Background: an optimization exercise with open tools, aiming at small area. Do not read the settings as production practice. The RTL was checked by simulation tests, not by an equivalence proof against the original design. No activity file was given, so power comes from the tool's default toggle rates.

==> flow/design.v <==
module pps_synch(
	input		clk,
	input		rst,
	input	[2:0]	pps,
	input	[2:0]	pps_sel,
	input		sysref,
	input	[31:0]	load_secs,
	input	[31:0]	load_ns,
	input	[7:0]	load_subns,
	input	[5:0]	ns_per_clk,
	input	[7:0]	subns_per_clk,
	input	[31:0]	delay_ns,
	input	[3:0]	mode,
	input	[2:0]	sanity_mode,
	input	[15:0]	lockout_ns,
	input	[31:0]	rollover_thresh_ns,
	input	[1:0]	capture_mode,
	output	[31:0]	captured_secs,
	output	[31:0]	captured_ns,
	output	[7:0]	captured_subns,
	output		captured,
	output	[31:0]	secs,
	output	[31:0]	ns,
	output	[7:0]	subns,
	output		running,
	output  [63:0]  timestamp_us,
	output          timestamp_valid
);
	reg	   started;
	reg [3:0]  mode_r;
	reg [1:0]  capture_mode_r;
	reg [2:0]  sanity_mode_r;
	reg [5:0]  ns_per_clk_r;
	reg [7:0]  subns_per_clk_r;
	reg [31:0] delay_ns_r;
	reg [31:0] rollover_thresh_ns_r;
	reg [15:0] lockout_ns_r;
	reg resync;
	assign running = started;
	reg [31:0] secs_r;
	reg [39:0] ns_r;
	reg [39:0] ns_r_pipe;
	reg [39:0] delay;
	assign secs = secs_r;
	assign ns = ns_r[39:8];
	assign subns = ns_r[7:0];
	reg captured_r;
	reg [31:0] captured_secs_r;
	reg [31:0] captured_ns_r;
	reg [7:0]  captured_subns_r;
	assign captured = captured_r;
	assign captured_secs = captured_secs_r;
	assign captured_ns = captured_ns_r;
	assign captured_subns = captured_subns_r;
	reg pps_internal;
	reg last_pps;
	reg last_pps_ext;
	reg sysref_internal;
	reg last_sysref;
	timestamptous tstous (clk, rst, secs, ns, subns, started, timestamp_valid, timestamp_us);
	always @(posedge clk) begin
		if (rst) begin
			started <= 0;
			mode_r <= 0;
			capture_mode_r <= 0;
			sanity_mode_r <= 0;
			ns_per_clk_r <= 0;
			subns_per_clk_r <= 0;
			delay_ns_r <= 0;
			rollover_thresh_ns_r <= 0;
			lockout_ns_r <= 0;
			resync <= 0;
			secs_r <= 0;
			ns_r <= 0;
			ns_r_pipe <= 0;
			delay <= 0;
			captured_r <= 0;
			captured_secs_r <= 0;
			captured_ns_r <= 0;
			captured_subns_r <= 0;
			pps_internal <= 0;
			last_pps <= 0;
			last_pps_ext <= 0;
			sysref_internal <= 0;
			last_sysref <= 0;
		end else begin
		mode_r <= mode;
		sanity_mode_r <= sanity_mode;
		ns_per_clk_r <= ns_per_clk;
		subns_per_clk_r <= subns_per_clk;
		capture_mode_r <= capture_mode;
		delay_ns_r <= delay_ns;
		rollover_thresh_ns_r <= rollover_thresh_ns;
		lockout_ns_r <= lockout_ns;
		sysref_internal <= sysref;
		last_pps <= pps_internal;
		last_sysref <= sysref_internal;
		last_pps_ext <= |(pps & pps_sel);
		if (pps_internal) pps_internal <= 0;
		if (last_pps_ext == 0 && (|(pps & pps_sel)) == 1) begin
			if (delay_ns_r != 0)
				delay <= delay + {26'b0, ns_per_clk_r, subns_per_clk_r};
			else pps_internal <= 1;
		end
		if (delay != 0) delay <= delay + {26'b0, ns_per_clk_r, subns_per_clk_r};
		if (delay[39:8] >= delay_ns_r && delay_ns_r != 0) begin
			pps_internal <= 1;
			delay <= 0;
		end
		if (captured_r == 0 && capture_mode_r == 1) begin
			if (pps_internal == 1 && last_pps == 0) begin
				captured_r <= 1;
				captured_secs_r <= secs_r;
				captured_ns_r <= ns_r[39:8];
				captured_subns_r <= ns_r[7:0];
			end
		end
		if (captured_r == 0 && capture_mode_r == 2) begin
			if (sysref_internal == 1 && last_sysref == 0) begin
				captured_r <= 1;
				captured_secs_r <= secs_r;
				captured_ns_r <= ns_r[39:8];
				captured_subns_r <= ns_r[7:0];
			end
		end
		if (captured_r == 1 && capture_mode_r == 0) captured_r <= 0;
		if (started == 1) begin
			ns_r <= ns_r + {26'b0, ns_per_clk_r, subns_per_clk_r};
			ns_r_pipe <= ns_r +
				{25'b0, ns_per_clk_r, subns_per_clk_r, 1'b0};
			if (mode_r == 1 || mode_r == 2 || mode_r == 5) begin
				if (ns_r_pipe >= 1000*1000*1000*256) begin
					ns_r <= 0;
					secs_r <= secs_r + 1;
					ns_r_pipe <= 0;
				end
			end
			else begin
				if (pps_internal == 1 && last_pps == 0) begin
					if (ns_r_pipe[39:8] < lockout_ns_r & sanity_mode_r[0]) begin
						resync <= sanity_mode_r[2];
					end
					else if (ns_r_pipe[39:8] >= rollover_thresh_ns_r & ~resync & sanity_mode_r[1]) begin
						ns_r <= 0;
						secs_r <= secs_r + 1;
						ns_r_pipe <= 0;
					end else begin
						resync <= 0;
						ns_r <= 0;
						secs_r <= secs_r + 1;
					end
				end
			end
		end
		if (started == 0) begin
			case (mode_r)
				1: begin
					started <= 1;
					secs_r <= load_secs;
					ns_r <= {load_ns, load_subns};
				end
				2,
			        3: begin
					started <= pps_internal;
					secs_r <= load_secs;
					ns_r <= {load_ns, load_subns};
				end
				4,
				5: begin
					started <= sysref_internal & ~last_sysref;
					secs_r <= load_secs;
					ns_r <= {load_ns, load_subns};
				end
			endcase
		end
		if (started == 1 && mode == 0) started <= 0;
		end
	end
endmodule
module timestamptous(
    input       clk,
    input       rst,
    input   [31:0]  secs,
    input   [31:0]  ns,
    input   [7:0]   subns,
    input           started,
    output          valid,
    output  [63:0]  us
);
    reg     [63:0]  us_oreg;
    reg     [63:0]  us_holdreg;
    reg     [63:0]  us_sumreg;
    reg     [5:0]   validdly;
    wire    [31:0]  div_manual;
    wire    [63:0]  ns_pad;
    wire    [63:0]  secs_pad;
    reg     [63:0]  ns_d0_l0;
    reg     [63:0]  ns_d0_l1;
    reg     [63:0]  ns_d0_l2;
    reg     [63:0]  ns_d0_l3;
    reg     [63:0]  ns_d0_l4;
    reg     [63:0]  ns_d1_l0;
    reg     [63:0]  ns_d1_l1;
    reg     [63:0]  ns_d1_l2;
    reg     [63:0]  ns_d2_l0;
    reg     [63:0]  ns_d2_l1;
    reg     [63:0]  ns_d3;
    reg     [63:0]  secs_d0_l0;
    reg     [63:0]  secs_d0_l1;
    reg     [63:0]  secs_d0_l2;
    reg     [63:0]  secs_d0_l3;
    reg     [63:0]  secs_d1_l0;
    reg     [63:0]  secs_d1_l1;
    reg     [63:0]  secs_d2;
    reg     [63:0]  secs_d3;
    assign us = us_oreg;
    assign valid = validdly[5];
    assign ns_pad = {ns, subns, 24'b0};
    assign secs_pad = {32'b0, secs};
    always @(posedge clk) begin
      if (rst) begin
        us_oreg <= 0;
        us_holdreg <= 0;
        us_sumreg <= 0;
        validdly <= 0;
        ns_d0_l0 <= 0;
        ns_d0_l1 <= 0;
        ns_d0_l2 <= 0;
        ns_d0_l3 <= 0;
        ns_d0_l4 <= 0;
        ns_d1_l0 <= 0;
        ns_d1_l1 <= 0;
        ns_d1_l2 <= 0;
        ns_d2_l0 <= 0;
        ns_d2_l1 <= 0;
        ns_d3 <= 0;
        secs_d0_l0 <= 0;
        secs_d0_l1 <= 0;
        secs_d0_l2 <= 0;
        secs_d0_l3 <= 0;
        secs_d1_l0 <= 0;
        secs_d1_l1 <= 0;
        secs_d2 <= 0;
        secs_d3 <= 0;
      end else begin
        us_oreg <= us_holdreg;
        us_sumreg <= secs_d3 + ns_d3;
        if (us_sumreg > us_holdreg) us_holdreg <= us_sumreg;
        ns_d0_l0 <= (ns_pad >> 10) + (ns_pad >> 16);
        ns_d0_l1 <= (ns_pad >> 17) + (ns_pad >> 21);
        ns_d0_l2 <= (ns_pad >> 24) + (ns_pad >> 27);
        ns_d0_l3 <= (ns_pad >> 28) + (ns_pad >> 30);
        ns_d0_l4 <= (ns_pad >> 31) + (ns_pad >> 32);
        ns_d1_l0 <= ns_d0_l1 + ns_d0_l4;
        ns_d1_l1 <= ns_d0_l2 + ns_d0_l3;
        ns_d1_l2 <= ns_d0_l0;
        ns_d2_l0 <= ns_d1_l2 + ns_d1_l0;
        ns_d2_l1 <= ns_d1_l1;
        ns_d3 <= (ns_d2_l0 + ns_d2_l1) >> 32;
        secs_d0_l0 <= (secs_pad << 19) + (secs_pad << 18);
        secs_d0_l1 <= (secs_pad << 17) + (secs_pad << 16);
        secs_d0_l2 <= (secs_pad << 14) + (secs_pad << 9);
        secs_d0_l3 <= (secs_pad << 6);
        secs_d1_l0 <= secs_d0_l0 + secs_d0_l2;
        secs_d1_l1 <= secs_d0_l1 + secs_d0_l3;
        secs_d2 <= secs_d1_l0 + secs_d1_l1;
        secs_d3 <= secs_d2;
        validdly[5] <= validdly[4];
        validdly[4] <= validdly[3];
        validdly[3] <= validdly[2];
        validdly[2] <= validdly[1];
        validdly[1] <= validdly[0];
        validdly[0] <= started;
      end
    end
endmodule
==> flow/run.sh <==
#!/bin/bash
# synth_recipe.tcl (not shown) runs the flow's synth.tcl, then flattens the netlist and writes it again
# the make line also repeats each setting of config.mk as NAME=value (left out here)
make -C /OpenROAD-flow-scripts/flow DESIGN_CONFIG=/design/flow/config.mk WORK_HOME=/design/flow/orfs CLKGATE_MAP_FILE= SYNTH_SCRIPT=/design/flow/synth_recipe.tcl finish
==> flow/config.mk <==
export PLATFORM = sky130hd
export DESIGN_NAME = pps_synch
export DESIGN_NICKNAME = pps_synch
export VERILOG_FILES = /design/flow/design.v
export SDC_FILE = /design/flow/constraint.sdc
export NUM_CORES = 4
export LEC_CHECK = 0
export CAP_MARGIN = 20
export CORE_MARGIN = 2
export CORE_UTILIZATION = 40
export SLEW_MARGIN = 20
==> flow/constraint.sdc <==
create_clock -name core_clock -period 5.0 [get_ports {clk}]
set_input_delay 1.0000 -clock core_clock [delete_from_list [all_inputs] [get_ports {clk}]]
set_output_delay 1.0000 -clock core_clock [all_outputs]
set_load 0.01 [all_outputs]
==> impl_metrics.py <==
metrics = {
    "placed_design": {
        "portBuffers": 385,
        "placedCellCount": 10200,
        "gp_congestion": 0.980,
        "dp.final_hpwl_um": 160000,
        "dpl_cell_area_um2": 73400,
    },
    "worst_setup_path": {
        "cp_common_cell": "o21ai_0",
        "worstSetupPathType": "flip-flop to flip-flop",
        "path_buf_inv": 1,
        "cp_top_family": "compound AO/OA/AOI/OAI gates",
        "r2r_end": "tstous.ns_d0_l0[52]",
        "cp.required_ns": 5.68,
        "arrival_ns": 4.97,
        "path_cells": "ha_1, inv_1, fa_1, nor2b_1, o21ai_0, a21oi_1, o22a_1, a21oi_1, o21ai_0, o21ai_0, o31ai_1, nor4_1, a211o_1",
        "critPathMaxStageDelay_ns": 0.71,
        "cp_max_fo": 13,
        "cp.depth": 13,
        "cp-start-kind": "flip-flop",
        "reg2reg_depth": 13,
        "worst_path_max_delay_cell": "o31ai_1",
        "r2r_setup_slack_ns": 0.70,
        "r2r_start": "ns_r[6]",
        "crit_path_end_kind": "flip-flop",
    },
    "clocking": {
        "cts_root_buf": "clkbuf_16",
        "path_clk_slew_ns": 0.06,
        "numCtsBuffers": 141,
        "cts_hold_buf": 0,
        "cts_resized": 0,
        "h-tree-depth": 4,
        "postCtsSetupRepairBufs": 0,
        "cts.sinks": 1237,
        "clk_latency_ns": 0.81,
        "cts_tree": "built",
        "cts_buffer_depth": 3,
    },
    "synth": {
        "synthCells": 7788,
        "synth_top_cell_by_area": "dfxtp_1",
        "ys_async_sr_fraction_pct": 0,
        "syn_area_um2": 67000,
        "yosysWarnings": 2,
        "synth_edf_count": 0,
        "yosysTopAreaCellShare_pct": 36.9,
        "synth_area_per_cell_um2": 8.61,
        "ys_ff_latch": 1237,
        "yosys-top-cells-area": "dfxtp_1 37%, ha_1 13%, a21oi_1 4.6%",
        "ys_seq_area_share_pct": 36.9,
        "synth_ff_type": "dfxtp_1",
        "synth_cell_type_count": 101,
    },
    "layout": {
        "syn2layout_area_growth_pct": 17.1,
        "layout-drive-gt1-share_pct": 5.97,
        "final_nets": 9016,
        "final_cells": 10500,
        "post-route-cell-area_um2": 78500,
    },
    "sta": {
        "final.period_utilization_pct": 86.0,
        "rsz0062_at_grt": "false",
        "fin_setup_tns_ns": 0,
        "fmax_ghz": 0.233,
        "finalHoldViolations": 0,
        "final.min_clock_period_ns": 4.30,
        "finClkSkew_ns": 0.0330,
        "slew_violations": 0,
        "tightest_slew_ns": 1.17,
        "relSlewSlack_pct": 21.8,
        "finalSetupViolations": 0,
    },
    "die": {
        "coreArea_um2": 167000,
        "num_rows": 150,
        "start_util_pct": 40.2,
        "dieArea_um2": 171000,
        "die_x_um": 413,
        "die_y_um": 413,
        "ios": 395,
    },
    "hold_path": {
        "hold_start": "tstous.ns_d0_l0[19]",
        "min_to": "tstous.ns_d1_l2[19]",
        "hp-class": "flip-flop to flip-flop",
        "hold_path_depth": 1,
    },
    "job": {
        "maxCapViolCount": 0,
    },
    "global_routing": {
        "grt_pass1_vias": 54800,
        "grt_max_degree": 186,
        "gr-total-overflow": 0,
        "grt_first_pass_wirelength_um": 320000,
        "grtUsageTotal_pct": 23.9,
        "antenna_found_initial": 11,
    },
    "routing": {
        "dr_total_vias": 56800,
        "drtAntennaViolNets": 0,
        "avgViaCountPerCell": 5.43,
        "drt_iter0_drc": 3935,
        "finalWirelength_um": 209000,
        "firstDrtPassIters": 6,
        "avgRoutedWirePerCell_um": 20.0,
        "drc": 0,
    },
    "pwr": {
        "p_leak_nw": 34.0,
        "powerDensity_nw_per_um2": 364,
        "ir_drop_mv": 0.456,
    },
    "outcome": {
        "status": "timing/DRC/antenna clean",
    },
}
per-stage QoR:
| step | hold slack [ns] | utilization (%) | setup slack [ns] | power, mW |
|---|---|---|---|---|
| 2_1_floorplan | 0.414 | - | 1.72 | 15.4 |
| 3_3_place_gp | 0.417 | 44.0 | 0.840 | 17.4 |
| 3_5_place_dp | 0.420 | 44.0 | 0.806 | 17.5 |
| 4_1_cts | 0.426 | 47.0 | 0.768 | 28.8 |
| 5_1_grt | 0.450 | 47.0 | 0.347 | 29.9 |
| 6_report | 0.431 | 47.0 | 0.702 | 28.6 |
cells by family after synthesis:
family	share of synthesized area, %
xor+xnor	5.92
mux	1.20
flops	36.9
compound gates	19.8
other cells	0.00559
simple gates	19.4
fa+ha+maj	13.0
buf+inv	3.63
layout make-up:
| type | count | area, µm² |
|---|---|---|
| Inverter | 346 | 1300 |
| Fill cell | 16100 | 88300 |
| Antenna cell | 7 | 17.5 |
| Sequential cell | 1237 | 24800 |
| Clock buffer | 187 | 3910 |
| Timing Repair Buffer | 483 | 4640 |
| Tap cell | 2204 | 2760 |
| Multi-Input combinational cell | 5935 | 39900 |
| Clock inverter | 74 | 1170 |
layout by cell type (no fill, tap or decap), drive strengths merged, types with 71 or more instances in the layout:
master         count
nor2b            434
clkdlybuf4s50    384
o21a             147
nand3            152
nand4            102
xnor2            267
xor2             186
inv              361
dfxtp           1237
clkbuf           187
a21o             327
nor3             158
and3             111
buf               99
nand2            598
o21ai            352
a211oi            94
a21oi            611
nor2             788
ha               671
nand2b            71
where the power goes:
part	switching, mW	internal, mW
clock	4.50	6.76
combinational	3.84	2.26
sequential	0.592	10.7
metal layers:
| layer | track usage (%) | share of wire, % |
|---|---|---|
| met4 | 10.6 | 4.7 |
| met3 | 3.96 | 5.6 |
| met1 | 32.1 | 46 |
| met2 | 37.5 | 43 |
| met5 | 0 | 0.038 |
state kept, by name, indices dropped and copies added (netlist names), 33 cells and up:
name               count
delay                 40
ns_r                  40
tstous.ns_d0_l0       47
tstous.ns_d0_l1       41
tstous.ns_d0_l2       41
tstous.ns_d0_l3       37
tstous.ns_d0_l4       34
tstous.ns_d1_l0       49
tstous.ns_d1_l1       42
tstous.ns_d1_l2       47
tstous.ns_d2_l0       56
tstous.ns_d2_l1       42
tstous.secs_d0_l0     33
tstous.secs_d0_l2     33
tstous.secs_d1_l0     39
tstous.secs_d1_l1     45
tstous.secs_d2        48
tstous.secs_d3        48
tstous.us_holdreg     55
tstous.us_oreg        55
tstous.us_sumreg      55
how the worst max path moves through the flow:
stage                          from                     to  slack, ns
after floorplan           secs_r[0]  tstous.secs_d0_l0[49]       1.72
after global placement     ns_r[10]    tstous.ns_d0_l2[38]       0.84
after detailed placement    ns_r[6]    tstous.ns_d0_l0[52]       0.81
after CTS                   ns_r[6]    tstous.ns_d0_l0[52]       0.77
after global routing        ns_r[6]    tstous.ns_d0_l0[52]       0.35
final                       ns_r[6]    tstous.ns_d0_l0[52]       0.70
synth_stat cells (12+ instances only):
cell type  count
or3_1         52
and4_1        17
a21oi_1      610
o211ai_1      52
xor2_1       186
a311oi_1      19
nor3_1       158
nor2b_1      434
or4_1         19
a31oi_1       68
a211oi_1      92
clkbuf_1     235
a31o_1        18
mux2_2        42
o21ai_0      334
nand4_1      102
nand3_1      151
a2111oi_0     13
o31a_1        12
fa_1          17
a21boi_0      21
xnor2_1      267
buf_4         12
a221o_1       12
a211o_1       18
inv_1        345
nand2b_1      71
a21o_1       326
nor2_1       787
ha_1         671
and3_1       111
a31o_2        51
nor4_1        60
nand2_1      598
and2_1        46
o21ai_1       17
dfxtp_1     1237
o21a_1       147
o31ai_1       49
buf_2         15
mux2i_1       31
o21bai_1      56
or2_2         25
buf_1         12

-- separate check: timing with driven ports --
No port has a modelled driver above. Below, the same layout with a new extraction and two added sets of constraints.
Step 1 sets driving cells, clkbuf_16 on the clock port and buf_2 on the other inputs (assumed; they add their load-dependent delay and slew).
Step 2 moves the port delays by t, midway between the first and last clock arrival at a register: inputs arrive t later, outputs are due t later. That takes back most of the time a late clock gives input paths.
Slacks: no drivers / after step 1 / after step 2; pairs: no drivers / after step 1.
shift t [ns]: 0.875
slack for setup (ns): 0.702 / 0.702 / 0.702
worst setup path at the end: register to register
slew at the worst register clock pin (ns): 0.07 / 0.07
After both steps this run still meets setup and hold. The setup slack of this run moves by 0.000 ns with the drivers and by 0.000 ns with both steps.
